From an optimization exercise on the open Yosys and OpenROAD flow, aimed at small area and a short achievable clock period; shortcuts taken in it are not production practice. Function was not checked in any run shown here: the RTL went through the layout flow alone.

==> flow/design.v (outline; a module is shown in full before it is edited, if it fits) <==
// module IIR: 1251 lines
// module IIR_fa: 4 lines
// module IIR_ha: 4 lines
module IIR
          (clk,
           reset,
           clk_enable,
           In1,
           ce_out,
           Out1);
  // ...
==> flow/flow/run.sh <==
#!/bin/bash
# Standard ORFS layout, with port buffers of a plain buffer cell and timing
# repair aimed below the clock period (the SDC is unchanged).
set -euo pipefail
bash standard.sh SETUP_SLACK_MARGIN=5.3 "BUFFER_PORTS_ARGS=-buffer_cell sky130_fd_sc_hd__buf_2" ABC_AREA=1 finish > flow_make.log 2>&1
==> flow/standard.sh <==
#!/bin/bash
# synth_recipe.tcl (not shown) runs the flow's synth.tcl, then flattens the netlist and writes it again
# the make line also repeats each setting of config.mk as NAME=value (left out here)
make -C /OpenROAD-flow-scripts/flow DESIGN_CONFIG=/design/flow/config.mk WORK_HOME=/design/flow/orfs CLKGATE_MAP_FILE= SYNTH_SCRIPT=/design/flow/synth_recipe.tcl "${@:-finish}"
==> flow/config.mk <==
export PLATFORM = sky130hd
export DESIGN_NAME = IIR
export DESIGN_NICKNAME = IIR
export VERILOG_FILES = /design/flow/design.v
export SDC_FILE = /design/flow/constraint.sdc
export NUM_CORES = 4
export LEC_CHECK = 0
export CAP_MARGIN = 20
export CORE_MARGIN = 2
export CORE_UTILIZATION = 40
export SLEW_MARGIN = 20
export SYNTH_HIERARCHICAL = 1
export SYNTH_MINIMUM_KEEP_SIZE = 0
export TNS_END_PERCENT = 0
==> flow/constraint.sdc <==
create_clock -name core_clock -period 10.0 [get_ports {clk}]
set_input_delay 2.0000 -clock core_clock [delete_from_list [all_inputs] [get_ports {clk}]]
set_output_delay 2.0000 -clock core_clock [all_outputs]
set_load 0.01 [all_outputs]
==> results.toml, run 1 <==
[logic_synthesis]
synth_compound_area_share_pct = 7.71
synth_top_area_cell = "fa_1"
synth-xor-area-share_pct = 1.92
async_flop_share_pct = 100
yosysUniqueCellTypes = 49

[drt]
first_pass_iters = 5
top_layer_used = "met4"
wl_met1_mm = 12.2

[timing]
fin_tns_setup_ps = 0
finalHoldViolations = 0
hold_slack_ps = 474

[clocking]
cts_tree = "done"
cts_buffer_depth = 2
clock_sinks = 84
clk_latency_ps = 350

[finish]
multi_input_area_mm2 = 0.00894
bufAreaShareNonClock_pct = 3.61

[critical_path]
cp_cell_sequence = "fa_1, ha_2, inv_1, fa_2, o31ai_4, nand2_1, nand3_2, a31oi_4, xor2_1, buf_2"
end_kind = "primary output"

[status]
status = "no timing/DRC/antenna violations"

[grt]
antenna_found_initial = 0
top_usage_layer = "met2"
first_global_vias = 9123

[floorplan]
row_count = 63
dieHeight_um = 176

[place]
place.detailed.hpwl_mm = 19.6

[hold_path]
hp-start = "vr[12]$_DFFE_PP0P_"
==> run 2, diff against run 1 <==
--- a/flow/design.v
+++ b/flow/design.v
@@ -511,7 +511,7 @@
   wire n_s484, n_c485;
   IIR_fa un_s484 (.a(n_c473), .b(n_s482), .c(n_c475), .s(n_s484), .co(n_c485));
   wire n_s486, n_c487;
-  IIR_ha un_s486 (.a(n_s484), .b(n_c477), .s(n_s486), .co(n_c487));
+  IIR_fa un_s486 (.a(n_s484), .b(n_c477), .c(n_c479), .s(n_s486), .co(n_c487));
   wire n_s488 = ~(s[15] ^ s[10]);
   wire n_c489 = s[15] | s[10];
   wire n_s490, n_c491;
@@ -574,178 +574,178 @@
   wire n_p547 = n_c463 ^ n_s470;
   wire n_g548 = n_c471 & n_s478;
   wire n_p549 = n_c471 ^ n_s478;
-  wire n_g550 = n_c479 & n_s486;
-  wire n_p551 = n_c479 ^ n_s486;
-  wire n_g552 = n_c487 & n_s494;
-  wire n_p553 = n_c487 ^ n_s494;
-  wire n_g554 = n_c495 & n_s500;
-  wire n_p555 = n_c495 ^ n_s500;
-  wire n_g556 = n_c501 & n_s506;
-  wire n_p557 = n_c501 ^ n_s506;
-  wire n_g558 = n_c507 & n_s510;
-  wire n_p559 = n_c507 ^ n_s510;
-  wire n_g560 = n_c511 & n_s514;
-  wire n_p561 = n_c511 ^ n_s514;
-  wire n_g562 = n_c515 & n_s518;
-  wire n_p563 = n_c515 ^ n_s518;
-  wire n_g564 = n_c519 & n_s520;
-  wire n_p565 = n_c519 ^ n_s520;
-  wire n_g566 = n_c521 & ~s_n[13];
-  wire n_p567 = n_c521 ^ ~s_n[13];
-  wire n_g568 = s_n[14] & s_n[13];
-  wire n_p569 = s_n[14] ^ s_n[13];
-  wire n_G570 = 1'b0 | (1'b1 & 1'b0);
-  wire n_G571 = 1'b0 | (s_n[0] & 1'b0);
-  wire n_P572 = s_n[0] & 1'b1;
-  wire n_G573 = n_g522 | (n_p523 & 1'b0);
-  wire n_P574 = n_p523 & s_n[1];
-  wire n_G575 = n_g526 | (n_p527 & n_g524);
-  wire n_P576 = n_p527 & n_p525;
-  wire n_G577 = n_g530 | (n_p531 & n_g528);
-  wire n_P578 = n_p531 & n_p529;
-  wire n_G579 = n_g534 | (n_p535 & n_g532);
-  wire n_P580 = n_p535 & n_p533;
-  wire n_G581 = n_g536 | (n_p537 & 1'b0);
-  wire n_P582 = n_p537 & n_s416;
-  wire n_G583 = n_g540 | (n_p541 & n_g538);
-  wire n_P584 = n_p541 & n_p539;
-  wire n_G585 = n_g544 | (n_p545 & n_g542);
-  wire n_P586 = n_p545 & n_p543;
-  wire n_G587 = n_g546 | (n_p547 & 1'b0);
-  wire n_P588 = n_p547 & n_s462;
-  wire n_G589 = n_g550 | (n_p551 & n_g548);
-  wire n_P590 = n_p551 & n_p549;
-  wire n_G591 = n_g554 | (n_p555 & n_g552);
-  wire n_P592 = n_p555 & n_p553;
-  wire n_G593 = n_g558 | (n_p559 & n_g556);
-  wire n_P594 = n_p559 & n_p557;
-  wire n_G595 = n_g562 | (n_p563 & n_g560);
-  wire n_P596 = n_p563 & n_p561;
-  wire n_G597 = n_g566 | (n_p567 & n_g564);
-  wire n_P598 = n_p567 & n_p565;
-  wire n_G599 = 1'b0 | (s[15] & n_g568);
-  wire n_P600 = s[15] & n_p569;
-  wire n_G601 = 1'b0 | (1'b1 & n_G570);
-  wire n_G602 = n_G571 | (n_P572 & n_G570);
-  wire n_G603 = n_g524 | (n_p525 & n_G573);
-  wire n_P604 = n_p525 & n_P574;
-  wire n_G605 = n_G575 | (n_P576 & n_G573);
-  wire n_P606 = n_P576 & n_P574;
-  wire n_G607 = n_g532 | (n_p533 & n_G577);
-  wire n_P608 = n_p533 & n_P578;
-  wire n_G609 = n_G579 | (n_P580 & n_G577);
-  wire n_P610 = n_P580 & n_P578;
-  wire n_G611 = n_g538 | (n_p539 & n_G581);
-  wire n_P612 = n_p539 & n_P582;
-  wire n_G613 = n_G583 | (n_P584 & n_G581);
-  wire n_P614 = n_P584 & n_P582;
-  wire n_G615 = 1'b0 | (n_s462 & n_G585);
-  wire n_P616 = n_s462 & n_P586;
-  wire n_G617 = n_G587 | (n_P588 & n_G585);
-  wire n_P618 = n_P588 & n_P586;
-  wire n_G619 = n_g552 | (n_p553 & n_G589);
-  wire n_P620 = n_p553 & n_P590;
-  wire n_G621 = n_G591 | (n_P592 & n_G589);
-  wire n_P622 = n_P592 & n_P590;
-  wire n_G623 = n_g560 | (n_p561 & n_G593);
-  wire n_P624 = n_p561 & n_P594;
-  wire n_G625 = n_G595 | (n_P596 & n_G593);
-  wire n_P626 = n_P596 & n_P594;
-  wire n_G627 = n_g568 | (n_p569 & n_G597);
-  wire n_P628 = n_p569 & n_P598;
-  wire n_G629 = n_G599 | (n_P600 & n_G597);
-  wire n_P630 = n_P600 & n_P598;
-  wire n_G631 = 1'b0 | (s_n[1] & n_G602);
-  wire n_G632 = n_G573 | (n_P574 & n_G602);
-  wire n_G633 = n_G603 | (n_P604 & n_G602);
-  wire n_G634 = n_G605 | (n_P606 & n_G602);
-  wire n_G635 = 1'b0 | (n_s416 & n_G609);
-  wire n_P636 = n_s416 & n_P610;
-  wire n_G637 = n_G581 | (n_P582 & n_G609);
-  wire n_P638 = n_P582 & n_P610;
-  wire n_G639 = n_G611 | (n_P612 & n_G609);
-  wire n_P640 = n_P612 & n_P610;
-  wire n_G641 = n_G613 | (n_P614 & n_G609);
-  wire n_P642 = n_P614 & n_P610;
-  wire n_G643 = n_g548 | (n_p549 & n_G617);
-  wire n_P644 = n_p549 & n_P618;
-  wire n_G645 = n_G589 | (n_P590 & n_G617);
-  wire n_P646 = n_P590 & n_P618;
-  wire n_G647 = n_G619 | (n_P620 & n_G617);
-  wire n_P648 = n_P620 & n_P618;
-  wire n_G649 = n_G621 | (n_P622 & n_G617);
-  wire n_P650 = n_P622 & n_P618;
-  wire n_G651 = n_g564 | (n_p565 & n_G625);
-  wire n_P652 = n_p565 & n_P626;
-  wire n_G653 = n_G597 | (n_P598 & n_G625);
-  wire n_P654 = n_P598 & n_P626;
-  wire n_G655 = n_G627 | (n_P628 & n_G625);
-  wire n_P656 = n_P628 & n_P626;
-  wire n_G657 = n_G629 | (n_P630 & n_G625);
-  wire n_P658 = n_P630 & n_P626;
-  wire n_G659 = n_g528 | (n_p529 & n_G634);
-  wire n_G660 = n_G577 | (n_P578 & n_G634);
-  wire n_G661 = n_G607 | (n_P608 & n_G634);
-  wire n_G662 = n_G609 | (n_P610 & n_G634);
-  wire n_G663 = n_G635 | (n_P636 & n_G634);
-  wire n_G664 = n_G637 | (n_P638 & n_G634);
-  wire n_G665 = n_G639 | (n_P640 & n_G634);
-  wire n_G666 = n_G641 | (n_P642 & n_G634);
-  wire n_G667 = n_g556 | (n_p557 & n_G649);
-  wire n_P668 = n_p557 & n_P650;
-  wire n_G669 = n_G593 | (n_P594 & n_G649);
-  wire n_P670 = n_P594 & n_P650;
-  wire n_G671 = n_G623 | (n_P624 & n_G649);
-  wire n_P672 = n_P624 & n_P650;
-  wire n_G673 = n_G625 | (n_P626 & n_G649);
-  wire n_P674 = n_P626 & n_P650;
-  wire n_G675 = n_G651 | (n_P652 & n_G649);
-  wire n_P676 = n_P652 & n_P650;
-  wire n_G677 = n_G653 | (n_P654 & n_G649);
-  wire n_P678 = n_P654 & n_P650;
-  wire n_G679 = n_G655 | (n_P656 & n_G649);
-  wire n_P680 = n_P656 & n_P650;
-  wire n_G681 = n_G657 | (n_P658 & n_G649);
-  wire n_P682 = n_P658 & n_P650;
-  wire n_G683 = n_g542 | (n_p543 & n_G666);
-  wire n_G684 = n_G585 | (n_P586 & n_G666);
-  wire n_G685 = n_G615 | (n_P616 & n_G666);
-  wire n_G686 = n_G617 | (n_P618 & n_G666);
-  wire n_G687 = n_G643 | (n_P644 & n_G666);
-  wire n_G688 = n_G645 | (n_P646 & n_G666);
-  wire n_G689 = n_G647 | (n_P648 & n_G666);
-  wire n_G690 = n_G649 | (n_P650 & n_G666);
-  wire n_G691 = n_G667 | (n_P668 & n_G666);
-  wire n_G692 = n_G669 | (n_P670 & n_G666);
-  wire n_G693 = n_G671 | (n_P672 & n_G666);
-  wire n_G694 = n_G673 | (n_P674 & n_G666);
-  wire n_G695 = n_G675 | (n_P676 & n_G666);
-  wire n_G696 = n_G677 | (n_P678 & n_G666);
-  wire n_G697 = n_G679 | (n_P680 & n_G666);
-  wire n_G698 = n_G681 | (n_P682 & n_G666);
-  wire n_o699 = n_p541 ^ n_G665;
-  wire n_o700 = n_p543 ^ n_G666;
-  wire n_o701 = n_p545 ^ n_G683;
-  wire n_o702 = n_s462 ^ n_G684;
-  wire n_o703 = n_p547 ^ n_G685;
-  wire n_o704 = n_p549 ^ n_G686;
-  wire n_o705 = n_p551 ^ n_G687;
-  wire n_o706 = n_p553 ^ n_G688;
-  wire n_o707 = n_p555 ^ n_G689;
-  wire n_o708 = n_p557 ^ n_G690;
-  wire n_o709 = n_p559 ^ n_G691;
-  wire n_o710 = n_p561 ^ n_G692;
-  wire n_o711 = n_p563 ^ n_G693;
-  wire n_o712 = n_p565 ^ n_G694;
-  wire n_o713 = n_p567 ^ n_G695;
-  wire n_o714 = n_p569 ^ n_G696;
-  wire n_o715 = s[15] ^ n_G697;
+  wire n_g550 = n_c487 & n_s494;
+  wire n_p551 = n_c487 ^ n_s494;
+  wire n_g552 = n_c495 & n_s500;
+  wire n_p553 = n_c495 ^ n_s500;
+  wire n_g554 = n_c501 & n_s506;
+  wire n_p555 = n_c501 ^ n_s506;
+  wire n_g556 = n_c507 & n_s510;
+  wire n_p557 = n_c507 ^ n_s510;
+  wire n_g558 = n_c511 & n_s514;
+  wire n_p559 = n_c511 ^ n_s514;
+  wire n_g560 = n_c515 & n_s518;
+  wire n_p561 = n_c515 ^ n_s518;
+  wire n_g562 = n_c519 & n_s520;
+  wire n_p563 = n_c519 ^ n_s520;
+  wire n_g564 = n_c521 & ~s_n[13];
+  wire n_p565 = n_c521 ^ ~s_n[13];
+  wire n_g566 = s_n[14] & s_n[13];
+  wire n_p567 = s_n[14] ^ s_n[13];
+  wire n_G568 = 1'b0 | (1'b1 & 1'b0);
+  wire n_G569 = 1'b0 | (s_n[0] & 1'b0);
+  wire n_P570 = s_n[0] & 1'b1;
+  wire n_G571 = n_g522 | (n_p523 & 1'b0);
+  wire n_P572 = n_p523 & s_n[1];
+  wire n_G573 = n_g526 | (n_p527 & n_g524);
+  wire n_P574 = n_p527 & n_p525;
+  wire n_G575 = n_g530 | (n_p531 & n_g528);
+  wire n_P576 = n_p531 & n_p529;
+  wire n_G577 = n_g534 | (n_p535 & n_g532);
+  wire n_P578 = n_p535 & n_p533;
+  wire n_G579 = n_g536 | (n_p537 & 1'b0);
+  wire n_P580 = n_p537 & n_s416;
+  wire n_G581 = n_g540 | (n_p541 & n_g538);
+  wire n_P582 = n_p541 & n_p539;
+  wire n_G583 = n_g544 | (n_p545 & n_g542);
+  wire n_P584 = n_p545 & n_p543;
+  wire n_G585 = n_g546 | (n_p547 & 1'b0);
+  wire n_P586 = n_p547 & n_s462;
+  wire n_G587 = 1'b0 | (n_s486 & n_g548);
+  wire n_P588 = n_s486 & n_p549;
+  wire n_G589 = n_g552 | (n_p553 & n_g550);
+  wire n_P590 = n_p553 & n_p551;
+  wire n_G591 = n_g556 | (n_p557 & n_g554);
+  wire n_P592 = n_p557 & n_p555;
+  wire n_G593 = n_g560 | (n_p561 & n_g558);
+  wire n_P594 = n_p561 & n_p559;
+  wire n_G595 = n_g564 | (n_p565 & n_g562);
+  wire n_P596 = n_p565 & n_p563;
+  wire n_G597 = 1'b0 | (s[15] & n_g566);
+  wire n_P598 = s[15] & n_p567;
+  wire n_G599 = 1'b0 | (1'b1 & n_G568);
+  wire n_G600 = n_G569 | (n_P570 & n_G568);
+  wire n_G601 = n_g524 | (n_p525 & n_G571);
+  wire n_P602 = n_p525 & n_P572;
+  wire n_G603 = n_G573 | (n_P574 & n_G571);
+  wire n_P604 = n_P574 & n_P572;
+  wire n_G605 = n_g532 | (n_p533 & n_G575);
+  wire n_P606 = n_p533 & n_P576;
+  wire n_G607 = n_G577 | (n_P578 & n_G575);
+  wire n_P608 = n_P578 & n_P576;
+  wire n_G609 = n_g538 | (n_p539 & n_G579);
+  wire n_P610 = n_p539 & n_P580;
+  wire n_G611 = n_G581 | (n_P582 & n_G579);
+  wire n_P612 = n_P582 & n_P580;
+  wire n_G613 = 1'b0 | (n_s462 & n_G583);
+  wire n_P614 = n_s462 & n_P584;
+  wire n_G615 = n_G585 | (n_P586 & n_G583);
+  wire n_P616 = n_P586 & n_P584;
+  wire n_G617 = n_g550 | (n_p551 & n_G587);
+  wire n_P618 = n_p551 & n_P588;
+  wire n_G619 = n_G589 | (n_P590 & n_G587);
+  wire n_P620 = n_P590 & n_P588;
+  wire n_G621 = n_g558 | (n_p559 & n_G591);
+  wire n_P622 = n_p559 & n_P592;
+  wire n_G623 = n_G593 | (n_P594 & n_G591);
+  wire n_P624 = n_P594 & n_P592;
+  wire n_G625 = n_g566 | (n_p567 & n_G595);
+  wire n_P626 = n_p567 & n_P596;
+  wire n_G627 = n_G597 | (n_P598 & n_G595);
+  wire n_P628 = n_P598 & n_P596;
+  wire n_G629 = 1'b0 | (s_n[1] & n_G600);
+  wire n_G630 = n_G571 | (n_P572 & n_G600);
+  wire n_G631 = n_G601 | (n_P602 & n_G600);
+  wire n_G632 = n_G603 | (n_P604 & n_G600);
+  wire n_G633 = 1'b0 | (n_s416 & n_G607);
+  wire n_P634 = n_s416 & n_P608;
+  wire n_G635 = n_G579 | (n_P580 & n_G607);
+  wire n_P636 = n_P580 & n_P608;
+  wire n_G637 = n_G609 | (n_P610 & n_G607);
+  wire n_P638 = n_P610 & n_P608;
+  wire n_G639 = n_G611 | (n_P612 & n_G607);
+  wire n_P640 = n_P612 & n_P608;
+  wire n_G641 = n_g548 | (n_p549 & n_G615);
+  wire n_P642 = n_p549 & n_P616;
+  wire n_G643 = n_G587 | (n_P588 & n_G615);
+  wire n_P644 = n_P588 & n_P616;
+  wire n_G645 = n_G617 | (n_P618 & n_G615);
+  wire n_P646 = n_P618 & n_P616;
+  wire n_G647 = n_G619 | (n_P620 & n_G615);
+  wire n_P648 = n_P620 & n_P616;
+  wire n_G649 = n_g562 | (n_p563 & n_G623);
+  wire n_P650 = n_p563 & n_P624;
+  wire n_G651 = n_G595 | (n_P596 & n_G623);
+  wire n_P652 = n_P596 & n_P624;
+  wire n_G653 = n_G625 | (n_P626 & n_G623);
+  wire n_P654 = n_P626 & n_P624;
+  wire n_G655 = n_G627 | (n_P628 & n_G623);
+  wire n_P656 = n_P628 & n_P624;
+  wire n_G657 = n_g528 | (n_p529 & n_G632);
+  wire n_G658 = n_G575 | (n_P576 & n_G632);
+  wire n_G659 = n_G605 | (n_P606 & n_G632);
+  wire n_G660 = n_G607 | (n_P608 & n_G632);
+  wire n_G661 = n_G633 | (n_P634 & n_G632);
+  wire n_G662 = n_G635 | (n_P636 & n_G632);
+  wire n_G663 = n_G637 | (n_P638 & n_G632);
+  wire n_G664 = n_G639 | (n_P640 & n_G632);
+  wire n_G665 = n_g554 | (n_p555 & n_G647);
+  wire n_P666 = n_p555 & n_P648;
+  wire n_G667 = n_G591 | (n_P592 & n_G647);
+  wire n_P668 = n_P592 & n_P648;
+  wire n_G669 = n_G621 | (n_P622 & n_G647);
+  wire n_P670 = n_P622 & n_P648;
+  wire n_G671 = n_G623 | (n_P624 & n_G647);
+  wire n_P672 = n_P624 & n_P648;
+  wire n_G673 = n_G649 | (n_P650 & n_G647);
+  wire n_P674 = n_P650 & n_P648;
+  wire n_G675 = n_G651 | (n_P652 & n_G647);
+  wire n_P676 = n_P652 & n_P648;
+  wire n_G677 = n_G653 | (n_P654 & n_G647);
+  wire n_P678 = n_P654 & n_P648;
+  wire n_G679 = n_G655 | (n_P656 & n_G647);
+  wire n_P680 = n_P656 & n_P648;
+  wire n_G681 = n_g542 | (n_p543 & n_G664);
+  wire n_G682 = n_G583 | (n_P584 & n_G664);
+  wire n_G683 = n_G613 | (n_P614 & n_G664);
+  wire n_G684 = n_G615 | (n_P616 & n_G664);
+  wire n_G685 = n_G641 | (n_P642 & n_G664);
+  wire n_G686 = n_G643 | (n_P644 & n_G664);
+  wire n_G687 = n_G645 | (n_P646 & n_G664);
+  wire n_G688 = n_G647 | (n_P648 & n_G664);
+  wire n_G689 = n_G665 | (n_P666 & n_G664);
+  wire n_G690 = n_G667 | (n_P668 & n_G664);
+  wire n_G691 = n_G669 | (n_P670 & n_G664);
+  wire n_G692 = n_G671 | (n_P672 & n_G664);
+  wire n_G693 = n_G673 | (n_P674 & n_G664);
+  wire n_G694 = n_G675 | (n_P676 & n_G664);
+  wire n_G695 = n_G677 | (n_P678 & n_G664);
+  wire n_G696 = n_G679 | (n_P680 & n_G664);
+  wire n_o697 = n_p541 ^ n_G663;
+  wire n_o698 = n_p543 ^ n_G664;
+  wire n_o699 = n_p545 ^ n_G681;
+  wire n_o700 = n_s462 ^ n_G682;
+  wire n_o701 = n_p547 ^ n_G683;
+  wire n_o702 = n_p549 ^ n_G684;
+  wire n_o703 = n_s486 ^ n_G685;
+  wire n_o704 = n_p551 ^ n_G686;
+  wire n_o705 = n_p553 ^ n_G687;
+  wire n_o706 = n_p555 ^ n_G688;
+  wire n_o707 = n_p557 ^ n_G689;
+  wire n_o708 = n_p559 ^ n_G690;
+  wire n_o709 = n_p561 ^ n_G691;
+  wire n_o710 = n_p563 ^ n_G692;
+  wire n_o711 = n_p565 ^ n_G693;
+  wire n_o712 = n_p567 ^ n_G694;
+  wire n_o713 = s[15] ^ n_G695;
+  wire q_s714 = ~(s[2] ^ s_n[0]);
+  wire q_c715 = s[2] | s_n[0];
   wire q_s716, q_c717;
-  IIR_ha uq_s716 (.a(s[3]), .b(s[2]), .s(q_s716), .co(q_c717));
+  IIR_fa uq_s716 (.a(s[3]), .b(s_n[1]), .c(q_c715), .s(q_s716), .co(q_c717));
   wire q_s718, q_c719;
   IIR_ha uq_s718 (.a(s[4]), .b(s_n[2]), .s(q_s718), .co(q_c719));
   wire q_s720, q_c721;
-  IIR_ha uq_s720 (.a(s[5]), .b(s_n[3]), .s(q_s720), .co(q_c721));
+  IIR_fa uq_s720 (.a(s[5]), .b(s_n[3]), .c(q_c719), .s(q_s720), .co(q_c721));
   wire q_s722, q_c723;
   IIR_fa uq_s722 (.a(s[6]), .b(s[0]), .c(s_n[4]), .s(q_s722), .co(q_c723));
   wire q_s724, q_c725;
@@ -835,7 +835,7 @@
   wire q_s808, q_c809;
   IIR_fa uq_s808 (.a(q_s804), .b(q_c799), .c(q_s806), .s(q_s808), .co(q_c809));
   wire q_s810, q_c811;
-  IIR_ha uq_s810 (.a(q_s808), .b(q_c801), .s(q_s810), .co(q_c811));
+  IIR_fa uq_s810 (.a(q_s808), .b(q_c801), .c(q_c803), .s(q_s810), .co(q_c811));
   wire q_s812 = ~(s[14] ^ s[7]);
   wire q_c813 = s[14] | s[7];
   wire q_s814, q_c815;
@@ -868,363 +868,297 @@
   IIR_fa uq_s840 (.a(s[15]), .b(s[12]), .c(q_c837), .s(q_s840), .co(q_c841));
   wire q_s842 = ~(s[14] ^ s[13]);
   wire q_c843 = s[14] | s[13];
-  wire q_g844 = s_n[0] & ~s[2];
-  wire q_p845 = s_n[0] | ~s[2];
-  wire q_g846 = s_n[1] & q_s716;
-  wire q_p847 = s_n[1] | q_s716;
-  wire q_g848 = q_c717 & q_s718;
-  wire q_p849 = q_c717 | q_s718;
-  wire q_g850 = q_c719 & q_s720;
-  wire q_p851 = q_c719 | q_s720;
-  wire q_g852 = q_c721 & q_s722;
-  wire q_p853 = q_c721 | q_s722;
-  wire q_g854 = q_c723 & q_s724;
-  wire q_p855 = q_c723 | q_s724;
-  wire q_g856 = q_c725 & q_s728;
-  wire q_p857 = q_c725 | q_s728;
-  wire q_g858 = q_c729 & q_s732;
-  wire q_p859 = q_c729 | q_s732;
-  wire q_g860 = q_c733 & q_s738;
-  wire q_p861 = q_c733 | q_s738;
-  wire q_g862 = q_c739 & q_s744;
-  wire q_p863 = q_c739 | q_s744;
-  wire q_g864 = q_c745 & q_s750;
-  wire q_p865 = q_c745 ^ q_s750;
-  wire q_g866 = q_c751 & q_s758;
-  wire q_p867 = q_c751 ^ q_s758;
-  wire q_g868 = q_c759 & q_s766;
-  wire q_p869 = q_c759 ^ q_s766;
-  wire q_g870 = q_c777 & q_s786;
-  wire q_p871 = q_c777 ^ q_s786;
-  wire q_g872 = q_c787 & q_s794;
-  wire q_p873 = q_c787 ^ q_s794;
-  wire q_g874 = q_c795 & q_s802;
-  wire q_p875 = q_c795 ^ q_s802;
-  wire q_g876 = q_c803 & q_s810;
-  wire q_p877 = q_c803 ^ q_s810;
-  wire q_g878 = q_c811 & q_s818;
-  wire q_p879 = q_c811 ^ q_s818;
-  wire q_g880 = q_c819 & q_s824;
-  wire q_p881 = q_c819 ^ q_s824;
-  wire q_g882 = q_c825 & q_s830;
-  wire q_p883 = q_c825 ^ q_s830;
-  wire q_g884 = q_c831 & q_s834;
-  wire q_p885 = q_c831 ^ q_s834;
-  wire q_g886 = q_c835 & q_s838;
-  wire q_p887 = q_c835 ^ q_s838;
-  wire q_g888 = q_c839 & q_s840;
-  wire q_p889 = q_c839 ^ q_s840;
-  wire q_g890 = q_c841 & ~s[13];
-  wire q_p891 = q_c841 ^ ~s[13];
-  wire q_G892 = 1'b0 | (1'b0 & 1'b0);
-  wire q_G893 = 1'b0 | (s[1] & 1'b0);
-  wire q_P894 = s[1] & s[0];
-  wire q_G895 = q_g846 | (q_p847 & q_g844);
-  wire q_P896 = q_p847 & q_p845;
-  wire q_G897 = q_g850 | (q_p851 & q_g848);
-  wire q_P898 = q_p851 & q_p849;
-  wire q_G899 = q_g854 | (q_p855 & q_g852);
-  wire q_P900 = q_p855 & q_p853;
-  wire q_G901 = q_g858 | (q_p859 & q_g856);
-  wire q_P902 = q_p859 & q_p857;
-  wire q_G903 = q_g862 | (q_p863 & q_g860);
-  wire q_P904 = q_p863 & q_p861;
-  wire q_G905 = q_g866 | (q_p867 & q_g864);
-  wire q_P906 = q_p867 & q_p865;
-  wire q_G907 = 1'b0 | (q_s776 & q_g868);
-  wire q_P908 = q_s776 & q_p869;
-  wire q_G909 = q_g872 | (q_p873 & q_g870);
-  wire q_P910 = q_p873 & q_p871;
-  wire q_G911 = q_g876 | (q_p877 & q_g874);
-  wire q_P912 = q_p877 & q_p875;
-  wire q_G913 = q_g880 | (q_p881 & q_g878);
-  wire q_P914 = q_p881 & q_p879;
-  wire q_G915 = q_g884 | (q_p885 & q_g882);
-  wire q_P916 = q_p885 & q_p883;
-  wire q_G917 = q_g888 | (q_p889 & q_g886);
-  wire q_P918 = q_p889 & q_p887;
-  wire q_G919 = 1'b0 | (q_s842 & q_g890);
-  wire q_P920 = q_s842 & q_p891;
-  wire q_G921 = 1'b0 | (s[0] & q_G892);
-  wire q_G922 = q_G893 | (q_P894 & q_G892);
-  wire q_G923 = q_g848 | (q_p849 & q_G895);
-  wire q_P924 = q_p849 & q_P896;
+  wire q_g844 = q_c717 & q_s718;
+  wire q_p845 = q_c717 | q_s718;
+  wire q_g846 = q_c721 & q_s722;
+  wire q_p847 = q_c721 | q_s722;
+  wire q_g848 = q_c723 & q_s724;
+  wire q_p849 = q_c723 | q_s724;
+  wire q_g850 = q_c725 & q_s728;
+  wire q_p851 = q_c725 | q_s728;
+  wire q_g852 = q_c729 & q_s732;
+  wire q_p853 = q_c729 | q_s732;
+  wire q_g854 = q_c733 & q_s738;
+  wire q_p855 = q_c733 | q_s738;
+  wire q_g856 = q_c739 & q_s744;
+  wire q_p857 = q_c739 | q_s744;
+  wire q_g858 = q_c745 & q_s750;
+  wire q_p859 = q_c745 ^ q_s750;
+  wire q_g860 = q_c751 & q_s758;
+  wire q_p861 = q_c751 ^ q_s758;
+  wire q_g862 = q_c759 & q_s766;
+  wire q_p863 = q_c759 ^ q_s766;
+  wire q_g864 = q_c777 & q_s786;
+  wire q_p865 = q_c777 ^ q_s786;
+  wire q_g866 = q_c787 & q_s794;
+  wire q_p867 = q_c787 ^ q_s794;
+  wire q_g868 = q_c795 & q_s802;
+  wire q_p869 = q_c795 ^ q_s802;
+  wire q_g870 = q_c811 & q_s818;
+  wire q_p871 = q_c811 ^ q_s818;
+  wire q_g872 = q_c819 & q_s824;
+  wire q_p873 = q_c819 ^ q_s824;
+  wire q_g874 = q_c825 & q_s830;
+  wire q_p875 = q_c825 ^ q_s830;
+  wire q_g876 = q_c831 & q_s834;
+  wire q_p877 = q_c831 ^ q_s834;
+  wire q_g878 = q_c835 & q_s838;
+  wire q_p879 = q_c835 ^ q_s838;
+  wire q_g880 = q_c839 & q_s840;
+  wire q_p881 = q_c839 ^ q_s840;
+  wire q_g882 = q_c841 & ~s[13];
+  wire q_p883 = q_c841 ^ ~s[13];
+  wire q_G884 = 1'b0 | (1'b0 & 1'b0);
+  wire q_G885 = 1'b0 | (s[1] & 1'b0);
+  wire q_P886 = s[1] & s[0];
+  wire q_G887 = 1'b0 | (q_s716 & 1'b0);
+  wire q_P888 = q_s716 & q_s714;
+  wire q_G889 = 1'b0 | (q_s720 & q_g844);
+  wire q_P890 = q_s720 & q_p845;
+  wire q_G891 = q_g848 | (q_p849 & q_g846);
+  wire q_P892 = q_p849 & q_p847;
+  wire q_G893 = q_g852 | (q_p853 & q_g850);
+  wire q_P894 = q_p853 & q_p851;
+  wire q_G895 = q_g856 | (q_p857 & q_g854);
+  wire q_P896 = q_p857 & q_p855;
+  wire q_G897 = q_g860 | (q_p861 & q_g858);
+  wire q_P898 = q_p861 & q_p859;
+  wire q_G899 = 1'b0 | (q_s776 & q_g862);
+  wire q_P900 = q_s776 & q_p863;
+  wire q_G901 = q_g866 | (q_p867 & q_g864);
+  wire q_P902 = q_p867 & q_p865;
+  wire q_G903 = 1'b0 | (q_s810 & q_g868);
+  wire q_P904 = q_s810 & q_p869;
+  wire q_G905 = q_g872 | (q_p873 & q_g870);
+  wire q_P906 = q_p873 & q_p871;
+  wire q_G907 = q_g876 | (q_p877 & q_g874);
+  wire q_P908 = q_p877 & q_p875;
+  wire q_G909 = q_g880 | (q_p881 & q_g878);
+  wire q_P910 = q_p881 & q_p879;
+  wire q_G911 = 1'b0 | (q_s842 & q_g882);
+  wire q_P912 = q_s842 & q_p883;
+  wire q_G913 = 1'b0 | (s[0] & q_G884);
+  wire q_G914 = q_G885 | (q_P886 & q_G884);
+  wire q_G915 = q_g844 | (q_p845 & q_G887);
+  wire q_P916 = q_p845 & q_P888;
+  wire q_G917 = q_G889 | (q_P890 & q_G887);
+  wire q_P918 = q_P890 & q_P888;
+  wire q_G919 = q_g850 | (q_p851 & q_G891);
+  wire q_P920 = q_p851 & q_P892;
+  wire q_G921 = q_G893 | (q_P894 & q_G891);
+  wire q_P922 = q_P894 & q_P892;
+  wire q_G923 = q_g858 | (q_p859 & q_G895);
+  wire q_P924 = q_p859 & q_P896;
   wire q_G925 = q_G897 | (q_P898 & q_G895);
   wire q_P926 = q_P898 & q_P896;
-  wire q_G927 = q_g856 | (q_p857 & q_G899);
-  wire q_P928 = q_p857 & q_P900;
+  wire q_G927 = q_g864 | (q_p865 & q_G899);
+  wire q_P928 = q_p865 & q_P900;
   wire q_G929 = q_G901 | (q_P902 & q_G899);
   wire q_P930 = q_P902 & q_P900;
-  wire q_G931 = q_g864 | (q_p865 & q_G903);
-  wire q_P932 = q_p865 & q_P904;
+  wire q_G931 = q_g870 | (q_p871 & q_G903);
+  wire q_P932 = q_p871 & q_P904;
   wire q_G933 = q_G905 | (q_P906 & q_G903);
   wire q_P934 = q_P906 & q_P904;
-  wire q_G935 = q_g870 | (q_p871 & q_G907);
-  wire q_P936 = q_p871 & q_P908;
+  wire q_G935 = q_g878 | (q_p879 & q_G907);
+  wire q_P936 = q_p879 & q_P908;
   wire q_G937 = q_G909 | (q_P910 & q_G907);
   wire q_P938 = q_P910 & q_P908;
-  wire q_G939 = q_g878 | (q_p879 & q_G911);
-  wire q_P940 = q_p879 & q_P912;
-  wire q_G941 = q_G913 | (q_P914 & q_G911);
-  wire q_P942 = q_P914 & q_P912;
-  wire q_G943 = q_g886 | (q_p887 & q_G915);
-  wire q_P944 = q_p887 & q_P916;
-  wire q_G945 = q_G917 | (q_P918 & q_G915);
-  wire q_P946 = q_P918 & q_P916;
-  wire q_G947 = q_g844 | (q_p845 & q_G922);
-  wire q_G948 = q_G895 | (q_P896 & q_G922);
-  wire q_G949 = q_G923 | (q_P924 & q_G922);
-  wire q_G950 = q_G925 | (q_P926 & q_G922);
-  wire q_G951 = q_g860 | (q_p861 & q_G929);
-  wire q_P952 = q_p861 & q_P930;
+  wire q_G939 = 1'b0 | (q_s714 & q_G914);
+  wire q_G940 = q_G887 | (q_P888 & q_G914);
+  wire q_G941 = q_G915 | (q_P916 & q_G914);
+  wire q_G942 = q_G917 | (q_P918 & q_G914);
+  wire q_G943 = q_g854 | (q_p855 & q_G921);
+  wire q_P944 = q_p855 & q_P922;
+  wire q_G945 = q_G895 | (q_P896 & q_G921);
+  wire q_P946 = q_P896 & q_P922;
+  wire q_G947 = q_G923 | (q_P924 & q_G921);
+  wire q_P948 = q_P924 & q_P922;
+  wire q_G949 = q_G925 | (q_P926 & q_G921);
+  wire q_P950 = q_P926 & q_P922;
+  wire q_G951 = q_g868 | (q_p869 & q_G929);
+  wire q_P952 = q_p869 & q_P930;
   wire q_G953 = q_G903 | (q_P904 & q_G929);
   wire q_P954 = q_P904 & q_P930;
   wire q_G955 = q_G931 | (q_P932 & q_G929);
   wire q_P956 = q_P932 & q_P930;
   wire q_G957 = q_G933 | (q_P934 & q_G929);
   wire q_P958 = q_P934 & q_P930;
-  wire q_G959 = q_g874 | (q_p875 & q_G937);
-  wire q_P960 = q_p875 & q_P938;
+  wire q_G959 = q_g882 | (q_p883 & q_G937);
+  wire q_P960 = q_p883 & q_P938;
   wire q_G961 = q_G911 | (q_P912 & q_G937);
   wire q_P962 = q_P912 & q_P938;
-  wire q_G963 = q_G939 | (q_P940 & q_G937);
-  wire q_P964 = q_P940 & q_P938;
-  wire q_G965 = q_G941 | (q_P942 & q_G937);
-  wire q_P966 = q_P942 & q_P938;
-  wire q_G967 = q_g890 | (q_p891 & q_G945);
-  wire q_P968 = q_p891 & q_P946;
-  wire q_G969 = q_G919 | (q_P920 & q_G945);
-  wire q_P970 = q_P920 & q_P946;
-  wire q_G971 = q_g852 | (q_p853 & q_G950);
-  wire q_G972 = q_G899 | (q_P900 & q_G950);
-  wire q_G973 = q_G927 | (q_P928 & q_G950);
-  wire q_G974 = q_G929 | (q_P930 & q_G950);
-  wire q_G975 = q_G951 | (q_P952 & q_G950);
-  wire q_G976 = q_G953 | (q_P954 & q_G950);
-  wire q_G977 = q_G955 | (q_P956 & q_G950);
-  wire q_G978 = q_G957 | (q_P958 & q_G950);
-  wire q_G979 = q_g882 | (q_p883 & q_G965);
-  wire q_P980 = q_p883 & q_P966;
-  wire q_G981 = q_G915 | (q_P916 & q_G965);
-  wire q_P982 = q_P916 & q_P966;
-  wire q_G983 = q_G943 | (q_P944 & q_G965);
-  wire q_P984 = q_P944 & q_P966;
-  wire q_G985 = q_G945 | (q_P946 & q_G965);
-  wire q_P986 = q_P946 & q_P966;
-  wire q_G987 = q_G967 | (q_P968 & q_G965);
-  wire q_P988 = q_P968 & q_P966;
-  wire q_G989 = q_G969 | (q_P970 & q_G965);
-  wire q_P990 = q_P970 & q_P966;
-  wire q_G991 = q_g868 | (q_p869 & q_G978);
-  wire q_G992 = q_G907 | (q_P908 & q_G978);
-  wire q_G993 = q_G935 | (q_P936 & q_G978);
-  wire q_G994 = q_G937 | (q_P938 & q_G978);
-  wire q_G995 = q_G959 | (q_P960 & q_G978);
-  wire q_G996 = q_G961 | (q_P962 & q_G978);
-  wire q_G997 = q_G963 | (q_P964 & q_G978);
-  wire q_G998 = q_G965 | (q_P966 & q_G978);
-  wire q_G999 = q_G979 | (q_P980 & q_G978);
-  wire q_G1000 = q_G981 | (q_P982 & q_G978);
-  wire q_G1001 = q_G983 | (q_P984 & q_G978);
-  wire q_G1002 = q_G985 | (q_P986 & q_G978);
-  wire q_G1003 = q_G987 | (q_P988 & q_G978);
-  wire q_G1004 = q_G989 | (q_P990 & q_G978);
-  wire q_o1005 = q_p865 ^ q_G976;
-  wire q_o1006 = q_p867 ^ q_G977;
-  wire q_o1007 = q_p869 ^ q_G978;
-  wire q_o1008 = q_s776 ^ q_G991;
-  wire q_o1009 = q_p871 ^ q_G992;
-  wire q_o1010 = q_p873 ^ q_G993;
-  wire q_o1011 = q_p875 ^ q_G994;
-  wire q_o1012 = q_p877 ^ q_G995;
-  wire q_o1013 = q_p879 ^ q_G996;
-  wire q_o1014 = q_p881 ^ q_G997;
-  wire q_o1015 = q_p883 ^ q_G998;
-  wire q_o1016 = q_p885 ^ q_G999;
-  wire q_o1017 = q_p887 ^ q_G1000;
-  wire q_o1018 = q_p889 ^ q_G1001;
-  wire q_o1019 = q_p891 ^ q_G1002;
-  wire q_o1020 = q_s842 ^ q_G1003;
+  wire q_G963 = q_g846 | (q_p847 & q_G942);
+  wire q_G964 = q_G891 | (q_P892 & q_G942);
+  wire q_G965 = q_G919 | (q_P920 & q_G942);
+  wire q_G966 = q_G921 | (q_P922 & q_G942);
+  wire q_G967 = q_G943 | (q_P944 & q_G942);
+  wire q_G968 = q_G945 | (q_P946 & q_G942);
+  wire q_G969 = q_G947 | (q_P948 & q_G942);
+  wire q_G970 = q_G949 | (q_P950 & q_G942);
+  wire q_G971 = q_g874 | (q_p875 & q_G957);
+  wire q_P972 = q_p875 & q_P958;
+  wire q_G973 = q_G907 | (q_P908 & q_G957);
+  wire q_P974 = q_P908 & q_P958;
+  wire q_G975 = q_G935 | (q_P936 & q_G957);
+  wire q_P976 = q_P936 & q_P958;
+  wire q_G977 = q_G937 | (q_P938 & q_G957);
+  wire q_P978 = q_P938 & q_P958;
+  wire q_G979 = q_G959 | (q_P960 & q_G957);
+  wire q_P980 = q_P960 & q_P958;
+  wire q_G981 = q_G961 | (q_P962 & q_G957);
+  wire q_P982 = q_P962 & q_P958;
+  wire q_G983 = q_g862 | (q_p863 & q_G970);
+  wire q_G984 = q_G899 | (q_P900 & q_G970);
+  wire q_G985 = q_G927 | (q_P928 & q_G970);
+  wire q_G986 = q_G929 | (q_P930 & q_G970);
+  wire q_G987 = q_G951 | (q_P952 & q_G970);
+  wire q_G988 = q_G953 | (q_P954 & q_G970);
+  wire q_G989 = q_G955 | (q_P956 & q_G970);
+  wire q_G990 = q_G957 | (q_P958 & q_G970);
+  wire q_G991 = q_G971 | (q_P972 & q_G970);
+  wire q_G992 = q_G973 | (q_P974 & q_G970);
+  wire q_G993 = q_G975 | (q_P976 & q_G970);
+  wire q_G994 = q_G977 | (q_P978 & q_G970);
+  wire q_G995 = q_G979 | (q_P980 & q_G970);
+  wire q_G996 = q_G981 | (q_P982 & q_G970);
+  wire q_o997 = q_p859 ^ q_G968;
+  wire q_o998 = q_p861 ^ q_G969;
+  wire q_o999 = q_p863 ^ q_G970;
+  wire q_o1000 = q_s776 ^ q_G983;
+  wire q_o1001 = q_p865 ^ q_G984;
+  wire q_o1002 = q_p867 ^ q_G985;
+  wire q_o1003 = q_p869 ^ q_G986;
+  wire q_o1004 = q_s810 ^ q_G987;
+  wire q_o1005 = q_p871 ^ q_G988;
+  wire q_o1006 = q_p873 ^ q_G989;
+  wire q_o1007 = q_p875 ^ q_G990;
+  wire q_o1008 = q_p877 ^ q_G991;
+  wire q_o1009 = q_p879 ^ q_G992;
+  wire q_o1010 = q_p881 ^ q_G993;
+  wire q_o1011 = q_p883 ^ q_G994;
+  wire q_o1012 = q_s842 ^ q_G995;
+  wire y_s1013, y_c1014;
+  IIR_fa uy_s1013 (.a(r[0]), .b(vr2_n[0]), .c(vn2_n), .s(y_s1013), .co(y_c1014));
+  wire y_s1015, y_c1016;
+  IIR_ha uy_s1015 (.a(r[1]), .b(vr2_n[1]), .s(y_s1015), .co(y_c1016));
+  wire y_s1017, y_c1018;
+  IIR_fa uy_s1017 (.a(r[2]), .b(vr2_n[2]), .c(y_c1016), .s(y_s1017), .co(y_c1018));
+  wire y_s1019, y_c1020;
+  IIR_ha uy_s1019 (.a(r[3]), .b(vr2_n[3]), .s(y_s1019), .co(y_c1020));
   wire y_s1021, y_c1022;
-  IIR_fa uy_s1021 (.a(r[0]), .b(vr2_n[0]), .c(vn2_n), .s(y_s1021), .co(y_c1022));
+  IIR_fa uy_s1021 (.a(r[4]), .b(vr2_n[4]), .c(y_c1020), .s(y_s1021), .co(y_c1022));
   wire y_s1023, y_c1024;
-  IIR_ha uy_s1023 (.a(r[1]), .b(vr2_n[1]), .s(y_s1023), .co(y_c1024));
+  IIR_ha uy_s1023 (.a(r[5]), .b(vr2_n[5]), .s(y_s1023), .co(y_c1024));
   wire y_s1025, y_c1026;
-  IIR_ha uy_s1025 (.a(r[2]), .b(vr2_n[2]), .s(y_s1025), .co(y_c1026));
+  IIR_fa uy_s1025 (.a(r[6]), .b(vr2_n[6]), .c(y_c1024), .s(y_s1025), .co(y_c1026));
   wire y_s1027, y_c1028;
-  IIR_ha uy_s1027 (.a(r[3]), .b(vr2_n[3]), .s(y_s1027), .co(y_c1028));
+  IIR_ha uy_s1027 (.a(r[7]), .b(vr2_n[7]), .s(y_s1027), .co(y_c1028));
   wire y_s1029, y_c1030;
-  IIR_ha uy_s1029 (.a(r[4]), .b(vr2_n[4]), .s(y_s1029), .co(y_c1030));
+  IIR_fa uy_s1029 (.a(r[8]), .b(vr2_n[8]), .c(y_c1028), .s(y_s1029), .co(y_c1030));
   wire y_s1031, y_c1032;
-  IIR_ha uy_s1031 (.a(r[5]), .b(vr2_n[5]), .s(y_s1031), .co(y_c1032));
+  IIR_ha uy_s1031 (.a(r[9]), .b(vr2_n[9]), .s(y_s1031), .co(y_c1032));
   wire y_s1033, y_c1034;
-  IIR_ha uy_s1033 (.a(r[6]), .b(vr2_n[6]), .s(y_s1033), .co(y_c1034));
+  IIR_fa uy_s1033 (.a(r[10]), .b(vr2_n[10]), .c(y_c1032), .s(y_s1033), .co(y_c1034));
   wire y_s1035, y_c1036;
-  IIR_ha uy_s1035 (.a(r[7]), .b(vr2_n[7]), .s(y_s1035), .co(y_c1036));
+  IIR_ha uy_s1035 (.a(r[11]), .b(vr2_n[11]), .s(y_s1035), .co(y_c1036));
   wire y_s1037, y_c1038;
-  IIR_ha uy_s1037 (.a(r[8]), .b(vr2_n[8]), .s(y_s1037), .co(y_c1038));
+  IIR_fa uy_s1037 (.a(r[12]), .b(vr2_n[12]), .c(y_c1036), .s(y_s1037), .co(y_c1038));
   wire y_s1039, y_c1040;
-  IIR_ha uy_s1039 (.a(r[9]), .b(vr2_n[9]), .s(y_s1039), .co(y_c1040));
+  IIR_ha uy_s1039 (.a(r[13]), .b(vr2_n[13]), .s(y_s1039), .co(y_c1040));
   wire y_s1041, y_c1042;
-  IIR_ha uy_s1041 (.a(r[10]), .b(vr2_n[10]), .s(y_s1041), .co(y_c1042));
+  IIR_fa uy_s1041 (.a(r[14]), .b(vr2_n[14]), .c(y_c1040), .s(y_s1041), .co(y_c1042));
   wire y_s1043, y_c1044;
-  IIR_ha uy_s1043 (.a(r[11]), .b(vr2_n[11]), .s(y_s1043), .co(y_c1044));
+  IIR_ha uy_s1043 (.a(r[15]), .b(vr2_n[15]), .s(y_s1043), .co(y_c1044));
   wire y_s1045, y_c1046;
-  IIR_ha uy_s1045 (.a(r[12]), .b(vr2_n[12]), .s(y_s1045), .co(y_c1046));
-  wire y_s1047, y_c1048;
-  IIR_ha uy_s1047 (.a(r[13]), .b(vr2_n[13]), .s(y_s1047), .co(y_c1048));
-  wire y_s1049, y_c1050;
-  IIR_ha uy_s1049 (.a(r[14]), .b(vr2_n[14]), .s(y_s1049), .co(y_c1050));
-  wire y_s1051, y_c1052;
-  IIR_ha uy_s1051 (.a(r[15]), .b(vr2_n[15]), .s(y_s1051), .co(y_c1052));
-  wire y_s1053, y_c1054;
-  IIR_ha uy_s1053 (.a(r[15]), .b(vr2_n[15]), .s(y_s1053), .co(y_c1054));
-  wire y_g1055 = y_c1022 & y_s1023;
-  wire y_p1056 = y_c1022 ^ y_s1023;
-  wire y_g1057 = y_c1024 & y_s1025;
-  wire y_p1058 = y_c1024 ^ y_s1025;
-  wire y_g1059 = y_c1026 & y_s1027;
-  wire y_p1060 = y_c1026 ^ y_s1027;
-  wire y_g1061 = y_c1028 & y_s1029;
-  wire y_p1062 = y_c1028 ^ y_s1029;
-  wire y_g1063 = y_c1030 & y_s1031;
-  wire y_p1064 = y_c1030 ^ y_s1031;
-  wire y_g1065 = y_c1032 & y_s1033;
-  wire y_p1066 = y_c1032 ^ y_s1033;
-  wire y_g1067 = y_c1034 & y_s1035;
-  wire y_p1068 = y_c1034 ^ y_s1035;
-  wire y_g1069 = y_c1036 & y_s1037;
-  wire y_p1070 = y_c1036 ^ y_s1037;
-  wire y_g1071 = y_c1038 & y_s1039;
-  wire y_p1072 = y_c1038 ^ y_s1039;
-  wire y_g1073 = y_c1040 & y_s1041;
-  wire y_p1074 = y_c1040 ^ y_s1041;
-  wire y_g1075 = y_c1042 & y_s1043;
-  wire y_p1076 = y_c1042 ^ y_s1043;
-  wire y_g1077 = y_c1044 & y_s1045;
-  wire y_p1078 = y_c1044 ^ y_s1045;
-  wire y_g1079 = y_c1046 & y_s1047;
-  wire y_p1080 = y_c1046 ^ y_s1047;
-  wire y_g1081 = y_c1048 & y_s1049;
-  wire y_p1082 = y_c1048 ^ y_s1049;
-  wire y_g1083 = y_c1050 & y_s1051;
-  wire y_p1084 = y_c1050 ^ y_s1051;
-  wire y_g1085 = y_c1052 & y_s1053;
-  wire y_p1086 = y_c1052 ^ y_s1053;
-  wire y_G1087 = y_g1055 | (y_p1056 & 1'b0);
-  wire y_G1088 = y_g1057 | (y_p1058 & y_g1055);
-  wire y_P1089 = y_p1058 & y_p1056;
-  wire y_G1090 = y_g1059 | (y_p1060 & y_g1057);
-  wire y_P1091 = y_p1060 & y_p1058;
-  wire y_G1092 = y_g1061 | (y_p1062 & y_g1059);
-  wire y_P1093 = y_p1062 & y_p1060;
-  wire y_G1094 = y_g1063 | (y_p1064 & y_g1061);
-  wire y_P1095 = y_p1064 & y_p1062;
-  wire y_G1096 = y_g1065 | (y_p1066 & y_g1063);
-  wire y_P1097 = y_p1066 & y_p1064;
-  wire y_G1098 = y_g1067 | (y_p1068 & y_g1065);
-  wire y_P1099 = y_p1068 & y_p1066;
-  wire y_G1100 = y_g1069 | (y_p1070 & y_g1067);
-  wire y_P1101 = y_p1070 & y_p1068;
-  wire y_G1102 = y_g1071 | (y_p1072 & y_g1069);
-  wire y_P1103 = y_p1072 & y_p1070;
-  wire y_G1104 = y_g1073 | (y_p1074 & y_g1071);
-  wire y_P1105 = y_p1074 & y_p1072;
-  wire y_G1106 = y_g1075 | (y_p1076 & y_g1073);
-  wire y_P1107 = y_p1076 & y_p1074;
-  wire y_G1108 = y_g1077 | (y_p1078 & y_g1075);
-  wire y_P1109 = y_p1078 & y_p1076;
-  wire y_G1110 = y_g1079 | (y_p1080 & y_g1077);
-  wire y_P1111 = y_p1080 & y_p1078;
-  wire y_G1112 = y_g1081 | (y_p1082 & y_g1079);
-  wire y_P1113 = y_p1082 & y_p1080;
-  wire y_G1114 = y_g1083 | (y_p1084 & y_g1081);
-  wire y_P1115 = y_p1084 & y_p1082;
-  wire y_G1116 = y_g1085 | (y_p1086 & y_g1083);
-  wire y_P1117 = y_p1086 & y_p1084;
-  wire y_G1118 = y_G1088 | (y_P1089 & 1'b0);
-  wire y_G1119 = y_G1090 | (y_P1091 & y_G1087);
-  wire y_G1120 = y_G1092 | (y_P1093 & y_G1088);
-  wire y_P1121 = y_P1093 & y_P1089;
-  wire y_G1122 = y_G1094 | (y_P1095 & y_G1090);
-  wire y_P1123 = y_P1095 & y_P1091;
-  wire y_G1124 = y_G1096 | (y_P1097 & y_G1092);
-  wire y_P1125 = y_P1097 & y_P1093;
-  wire y_G1126 = y_G1098 | (y_P1099 & y_G1094);
-  wire y_P1127 = y_P1099 & y_P1095;
-  wire y_G1128 = y_G1100 | (y_P1101 & y_G1096);
-  wire y_P1129 = y_P1101 & y_P1097;
-  wire y_G1130 = y_G1102 | (y_P1103 & y_G1098);
-  wire y_P1131 = y_P1103 & y_P1099;
-  wire y_G1132 = y_G1104 | (y_P1105 & y_G1100);
-  wire y_P1133 = y_P1105 & y_P1101;
-  wire y_G1134 = y_G1106 | (y_P1107 & y_G1102);
-  wire y_P1135 = y_P1107 & y_P1103;
-  wire y_G1136 = y_G1108 | (y_P1109 & y_G1104);
-  wire y_P1137 = y_P1109 & y_P1105;
-  wire y_G1138 = y_G1110 | (y_P1111 & y_G1106);
-  wire y_P1139 = y_P1111 & y_P1107;
-  wire y_G1140 = y_G1112 | (y_P1113 & y_G1108);
-  wire y_P1141 = y_P1113 & y_P1109;
-  wire y_G1142 = y_G1114 | (y_P1115 & y_G1110);
-  wire y_P1143 = y_P1115 & y_P1111;
-  wire y_G1144 = y_G1116 | (y_P1117 & y_G1112);
-  wire y_P1145 = y_P1117 & y_P1113;
-  wire y_G1146 = y_G1120 | (y_P1121 & 1'b0);
-  wire y_G1147 = y_G1122 | (y_P1123 & y_G1087);
-  wire y_G1148 = y_G1124 | (y_P1125 & y_G1118);
-  wire y_G1149 = y_G1126 | (y_P1127 & y_G1119);
-  wire y_G1150 = y_G1128 | (y_P1129 & y_G1120);
-  wire y_P1151 = y_P1129 & y_P1121;
-  wire y_G1152 = y_G1130 | (y_P1131 & y_G1122);
-  wire y_P1153 = y_P1131 & y_P1123;
-  wire y_G1154 = y_G1132 | (y_P1133 & y_G1124);
-  wire y_P1155 = y_P1133 & y_P1125;
-  wire y_G1156 = y_G1134 | (y_P1135 & y_G1126);
-  wire y_P1157 = y_P1135 & y_P1127;
-  wire y_G1158 = y_G1136 | (y_P1137 & y_G1128);
-  wire y_P1159 = y_P1137 & y_P1129;
-  wire y_G1160 = y_G1138 | (y_P1139 & y_G1130);
-  wire y_P1161 = y_P1139 & y_P1131;
-  wire y_G1162 = y_G1140 | (y_P1141 & y_G1132);
-  wire y_P1163 = y_P1141 & y_P1133;
-  wire y_G1164 = y_G1142 | (y_P1143 & y_G1134);
-  wire y_P1165 = y_P1143 & y_P1135;
-  wire y_G1166 = y_G1144 | (y_P1145 & y_G1136);
-  wire y_P1167 = y_P1145 & y_P1137;
-  wire y_G1168 = y_G1150 | (y_P1151 & 1'b0);
-  wire y_G1169 = y_G1152 | (y_P1153 & y_G1087);
-  wire y_G1170 = y_G1154 | (y_P1155 & y_G1118);
-  wire y_G1171 = y_G1156 | (y_P1157 & y_G1119);
-  wire y_G1172 = y_G1158 | (y_P1159 & y_G1146);
-  wire y_G1173 = y_G1160 | (y_P1161 & y_G1147);
-  wire y_G1174 = y_G1162 | (y_P1163 & y_G1148);
-  wire y_G1175 = y_G1164 | (y_P1165 & y_G1149);
-  wire y_G1176 = y_G1166 | (y_P1167 & y_G1150);
-  wire y_P1177 = y_P1167 & y_P1151;
-  wire y_G1178 = y_G1176 | (y_P1177 & 1'b0);
-  wire y_o1179 = y_p1056 ^ 1'b0;
-  wire y_o1180 = y_p1058 ^ y_G1087;
-  wire y_o1181 = y_p1060 ^ y_G1118;
-  wire y_o1182 = y_p1062 ^ y_G1119;
-  wire y_o1183 = y_p1064 ^ y_G1146;
-  wire y_o1184 = y_p1066 ^ y_G1147;
-  wire y_o1185 = y_p1068 ^ y_G1148;
-  wire y_o1186 = y_p1070 ^ y_G1149;
-  wire y_o1187 = y_p1072 ^ y_G1168;
-  wire y_o1188 = y_p1074 ^ y_G1169;
-  wire y_o1189 = y_p1076 ^ y_G1170;
-  wire y_o1190 = y_p1078 ^ y_G1171;
-  wire y_o1191 = y_p1080 ^ y_G1172;
-  wire y_o1192 = y_p1082 ^ y_G1173;
-  wire y_o1193 = y_p1084 ^ y_G1174;
-  wire y_o1194 = y_p1086 ^ y_G1175;
+  IIR_fa uy_s1045 (.a(r[15]), .b(vr2_n[15]), .c(y_c1044), .s(y_s1045), .co(y_c1046));
+  wire y_g1047 = y_c1014 & y_s1015;
+  wire y_p1048 = y_c1014 ^ y_s1015;
+  wire y_g1049 = y_c1018 & y_s1019;
+  wire y_p1050 = y_c1018 ^ y_s1019;
+  wire y_g1051 = y_c1022 & y_s1023;
+  wire y_p1052 = y_c1022 ^ y_s1023;
+  wire y_g1053 = y_c1026 & y_s1027;
+  wire y_p1054 = y_c1026 ^ y_s1027;
+  wire y_g1055 = y_c1030 & y_s1031;
+  wire y_p1056 = y_c1030 ^ y_s1031;
+  wire y_g1057 = y_c1034 & y_s1035;
+  wire y_p1058 = y_c1034 ^ y_s1035;
+  wire y_g1059 = y_c1038 & y_s1039;
+  wire y_p1060 = y_c1038 ^ y_s1039;
+  wire y_g1061 = y_c1042 & y_s1043;
+  wire y_p1062 = y_c1042 ^ y_s1043;
+  wire y_G1063 = y_g1047 | (y_p1048 & 1'b0);
+  wire y_G1064 = y_g1049 | (y_p1050 & 1'b0);
+  wire y_P1065 = y_p1050 & y_s1017;
+  wire y_G1066 = y_g1051 | (y_p1052 & 1'b0);
+  wire y_P1067 = y_p1052 & y_s1021;
+  wire y_G1068 = y_g1053 | (y_p1054 & 1'b0);
+  wire y_P1069 = y_p1054 & y_s1025;
+  wire y_G1070 = y_g1055 | (y_p1056 & 1'b0);
+  wire y_P1071 = y_p1056 & y_s1029;
+  wire y_G1072 = y_g1057 | (y_p1058 & 1'b0);
+  wire y_P1073 = y_p1058 & y_s1033;
+  wire y_G1074 = y_g1059 | (y_p1060 & 1'b0);
+  wire y_P1075 = y_p1060 & y_s1037;
+  wire y_G1076 = y_g1061 | (y_p1062 & 1'b0);
+  wire y_P1077 = y_p1062 & y_s1041;
+  wire y_G1078 = 1'b0 | (y_s1017 & y_G1063);
+  wire y_G1079 = y_G1064 | (y_P1065 & y_G1063);
+  wire y_G1080 = 1'b0 | (y_s1025 & y_G1066);
+  wire y_P1081 = y_s1025 & y_P1067;
+  wire y_G1082 = y_G1068 | (y_P1069 & y_G1066);
+  wire y_P1083 = y_P1069 & y_P1067;
+  wire y_G1084 = 1'b0 | (y_s1033 & y_G1070);
+  wire y_P1085 = y_s1033 & y_P1071;
+  wire y_G1086 = y_G1072 | (y_P1073 & y_G1070);
+  wire y_P1087 = y_P1073 & y_P1071;
+  wire y_G1088 = 1'b0 | (y_s1041 & y_G1074);
+  wire y_P1089 = y_s1041 & y_P1075;
+  wire y_G1090 = y_G1076 | (y_P1077 & y_G1074);
+  wire y_P1091 = y_P1077 & y_P1075;
+  wire y_G1092 = 1'b0 | (y_s1021 & y_G1079);
+  wire y_G1093 = y_G1066 | (y_P1067 & y_G1079);
+  wire y_G1094 = y_G1080 | (y_P1081 & y_G1079);
+  wire y_G1095 = y_G1082 | (y_P1083 & y_G1079);
+  wire y_G1096 = 1'b0 | (y_s1037 & y_G1086);
+  wire y_P1097 = y_s1037 & y_P1087;
+  wire y_G1098 = y_G1074 | (y_P1075 & y_G1086);
+  wire y_P1099 = y_P1075 & y_P1087;
+  wire y_G1100 = y_G1088 | (y_P1089 & y_G1086);
+  wire y_P1101 = y_P1089 & y_P1087;
+  wire y_G1102 = y_G1090 | (y_P1091 & y_G1086);
+  wire y_P1103 = y_P1091 & y_P1087;
+  wire y_G1104 = 1'b0 | (y_s1029 & y_G1095);
+  wire y_G1105 = y_G1070 | (y_P1071 & y_G1095);
+  wire y_G1106 = y_G1084 | (y_P1085 & y_G1095);
+  wire y_G1107 = y_G1086 | (y_P1087 & y_G1095);
+  wire y_G1108 = y_G1096 | (y_P1097 & y_G1095);
+  wire y_G1109 = y_G1098 | (y_P1099 & y_G1095);
+  wire y_G1110 = y_G1100 | (y_P1101 & y_G1095);
+  wire y_G1111 = y_G1102 | (y_P1103 & y_G1095);
+  wire y_G1112 = 1'b0 | (y_s1045 & y_G1111);
+  wire y_o1113 = y_p1048 ^ 1'b0;
+  wire y_o1114 = y_s1017 ^ y_G1063;
+  wire y_o1115 = y_p1050 ^ y_G1078;
+  wire y_o1116 = y_s1021 ^ y_G1079;
+  wire y_o1117 = y_p1052 ^ y_G1092;
+  wire y_o1118 = y_s1025 ^ y_G1093;
+  wire y_o1119 = y_p1054 ^ y_G1094;
+  wire y_o1120 = y_s1029 ^ y_G1095;
+  wire y_o1121 = y_p1056 ^ y_G1104;
+  wire y_o1122 = y_s1033 ^ y_G1105;
+  wire y_o1123 = y_p1058 ^ y_G1106;
+  wire y_o1124 = y_s1037 ^ y_G1107;
+  wire y_o1125 = y_p1060 ^ y_G1108;
+  wire y_o1126 = y_s1041 ^ y_G1109;
+  wire y_o1127 = y_p1062 ^ y_G1110;
+  wire y_o1128 = y_s1045 ^ y_G1111;
   wire [15:0] s_next = {m_o395 ^ tk, m_o394, m_o393, m_o392, m_o391, m_o390, m_o389, m_o388, m_o387, m_o386, m_o385, m_o384, m_o383, m_o382, m_o381, m_o380};
-  wire [16:0] t_next = {n_o715, n_o714, n_o713, n_o712, n_o711, n_o710, n_o709, n_o708, n_o707, n_o706, n_o705, n_o704, n_o703, n_o702, n_o701, n_o700, n_o699};
+  wire [16:0] t_next = {n_o713, n_o712, n_o711, n_o710, n_o709, n_o708, n_o707, n_o706, n_o705, n_o704, n_o703, n_o702, n_o701, n_o700, n_o699, n_o698, n_o697};
   wire [15:0] tn = t[16:1] - 16'd46775;
   wire        tk = tn[15] ^ (tn[14] & (t[0] | (t[14:1] != 14'd14007)));
-  wire [15:0] w = {q_o1020, q_o1019, q_o1018, q_o1017, q_o1016, q_o1015, q_o1014, q_o1013, q_o1012, q_o1011, q_o1010, q_o1009, q_o1008, q_o1007, q_o1006, q_o1005};
-  assign Out1 = {y_o1194, y_o1193, y_o1192, y_o1191, y_o1190, y_o1189, y_o1188, y_o1187, y_o1186, y_o1185, y_o1184, y_o1183, y_o1182, y_o1181, y_o1180, y_o1179};
+  wire [15:0] w = {q_o1012, q_o1011, q_o1010, q_o1009, q_o1008, q_o1007, q_o1006, q_o1005, q_o1004, q_o1003, q_o1002, q_o1001, q_o1000, q_o999, q_o998, q_o997};
+  assign Out1 = {y_o1128, y_o1127, y_o1126, y_o1125, y_o1124, y_o1123, y_o1122, y_o1121, y_o1120, y_o1119, y_o1118, y_o1117, y_o1116, y_o1115, y_o1114, y_o1113};
   always @(posedge clk or posedge reset)
     begin
       if (reset == 1'b1) begin
==> flow/flow/run.sh (replaced) <==
#!/bin/bash
# Standard ORFS layout, with port buffers of a plain buffer cell and timing
# repair aimed below the clock period (the SDC is unchanged).
set -euo pipefail
bash standard.sh SETUP_SLACK_MARGIN=5.6 "BUFFER_PORTS_ARGS=-buffer_cell sky130_fd_sc_hd__buf_2" ABC_AREA=1 finish > flow_make.log 2>&1
==> results.toml, run 2 <==
[status]
status = "no timing/DRC/antenna violations"

[critical_path]
r2r_start = "s[8]$_DFFE_PP0P_"
rr_worst_depth = 15
cp_cell_sequence = "ha_2, fa_2, ha_4, a31o_4, a31oi_4, nor2_4, nand2_2, nand2_4, ha_4, xor2_1, buf_2"
r2r_slack_ps = 5470
criticalPathCategory = "flop to primary output"
crit_fanout = 8
cp_slowest_cell = "dfrtp_1"
cp_top_family = "adder cells"
reg2reg_to = "s[12]$_DFFE_PP0P_"
critPathMaxStageDelay_ps = 400
crit_top_cell = "ha_4"
end_kind = "primary output"
cp.required_ps = 8000

[place]
place_area_mm2 = 0.0121
place.detailed.hpwl_mm = 18.9
portBuffers = 30

[logic_synthesis]
synth_top_family_by_area = "adder cells"
synth_flop_cell = "dfrtp_1"
synth_top_area_cell = "fa_1"
synth-xor-area-share_pct = 0.827
synth_most_common_cell = "nand2_1"
synth_enable_flop_cells = 0
yosysWarnings = 7
avgSynthCellArea_um2 = 8.71
syn-cell-area_mm2 = 0.0117
async_flop_share_pct = 100
yosysUniqueCellTypes = 48
ys_seq_area_share_pct = 18.2
ys_ff_latch = 84
synth_compound_area_share_pct = 7.06
synth_common_cells = "nand2_1, fa_1, inv_1"

[timing]
timing.final.crit_share_pct = 46.3
max_freq_mhz = 216
finalMaxSlewViolations = 0
finalHoldViolations = 0
fin_tns_setup_ps = 0
setup_violations = 0
fin_skew_ps = 10.3

[clocking]
root_buffer = "clkbuf_16"
cts_buffer_depth = 2
clk_latency_ps = 360
cts_tree = "done"
clock_sinks = 84
path_clk_slew_ps = 70

[grt]
gr-usage-all-layers_pct = 18.4
grt_first_pass_wirelength_mm = 44.5
grt_max_degree = 102
antenna_found_initial = 0
first_global_vias = 8937

[finish]
layout_common_cells = "nand2_1, fa_1, inv_1, ha_1, nand3_1"
final_common_cell = "nand2_1"
top_register = "t"
final_util_pct = 45.0
largest_reg_flops = 17

[drt]
first_pass_iters = 5
via_per_inst = 4.98
vias = 8846

[floorplan]
die_w_um = 175
coreArea_mm2 = 0.0287
dieHeight_um = 175
row_count = 62
start_util_pct = 40.6
num_io_pins = 36

[hold_path]
hold_end = "vr[13]$_DFFE_PP0P_"
hp-class = "flop to flop"
min_path_cells = 2
hp-start = "vr[13]$_DFFE_PP0P_"
[run 2: area by class of cell]
cell class,count,area [um^2]
tap,384,480
antenna,1,2.50
clock inverter,7,56.3
sequential,84,2160
fill,2815,15800
clock buffer,9,225
inverter,180,722
multi-input combinational,1035,8750
timing repair buffer,76,523
[run 2: worst min-delay path, cell delays in order, from the launching register on]
cell and delay (ps):
dfrtp_1 340, nand2_1 50, nand2_1 50
[run 2: cell families (layout without fill, tap and decap cells)]
group | after synthesis | after routing
and+or+nand+nor | 581 | 581
adders and majority gates | 302 | 302
buffers and inverters | 218 | 272
AOI/OAI and AO/OA | 141 | 141
DFF | 84 | 84
xor gates and xnor gates | 11 | 11
other | 0 | 1
[run 2: repair_timing]
action / in CTS / in global routing
setup buffers: 28 / 12
gates resized for setup: 32 / 25
setup endpoints to repair: 56 / 53
gates cloned: 0 / 0
pin swaps: 9 / 6
[run 2: routing by layer]
layer / up-vias / part of all wire (%) / global-route usage, %
met1: 4332 / 46 / 25.3
met2: 145 / 49 / 31.0
met3: 34 / 3.8 / 2.39
met4: 0 / 1.6 / 4.24
met5: - / 0 / 0
li1: 4335 / - / -
[run 2: worst max-delay path by stage]
stage	start	end	cells after the start
floorplan	s[6]$_DFFE_PP0P_	s[2]$_DFFE_PP0P_	16
global placement	s[11]$_DFFE_PP0P_	s[10]$_DFFE_PP0P_	16
detailed placement	s[11]$_DFFE_PP0P_	s[12]$_DFFE_PP0P_	15
CTS	r[1]$_DFFE_PP0P_	Out1[8]	11
global route	s[3]$_DFFE_PP0P_	s[15]$_DFFE_PP0P_	18
finish	r[1]$_DFFE_PP0P_	Out1[8]	11
[run 2: through the flow]
step                      worst slack (ps)  hold WS, ps  cells
after detailed placement              4500          459   1719
after global routing                  5240          497   1775
after floorplan                       5480          442   1337
after CTS                             5300          476   1763
after global placement                4570          454   1719
final                                 5370          470   1776
[run 2: per-module statistics from Yosys, one instance, submodules excluded]
module | cells | flops+latches | times used
IIR_fa | 1 | 0 | 180
IIR | 1113 | 84 | 1
IIR_ha | 1 | 0 | 44

==> re-timing with driven ports <==
How much do the figures lean on ideal ports? The routed layouts below were timed once more, with nothing changed but the port constraints. Step 1, drivers: a clkbuf_16 drives clk and a buf_2 each remaining input, both assumed. Step 2 also shifts input and output timing later by t, the mid clock arrival at the registers, as if the neighbouring blocks saw the same clock. a / b / c = ideal ports / drivers / drivers and shift; a / b = the first two.
run | shift t [ns] | setup WS [ns] | worst hold slack (ns) | worst setup path at the end | latest minus earliest clock arrival (ns)
run 1 | 0.390 | 5.401 / 5.357 / 5.395 | 0.474 / 0.474 / 0.474 | input to output | 0.011 / 0.011
run 2 | 0.399 | 5.370 / 5.323 / 5.470 | 0.470 / 0.470 / 0.470 | register to register | 0.012 / 0.012
After both steps every run listed still meets setup and hold. The setup slack of run 1, which loses most, moves by -0.044 ns with the drivers and by -0.006 ns with both steps.
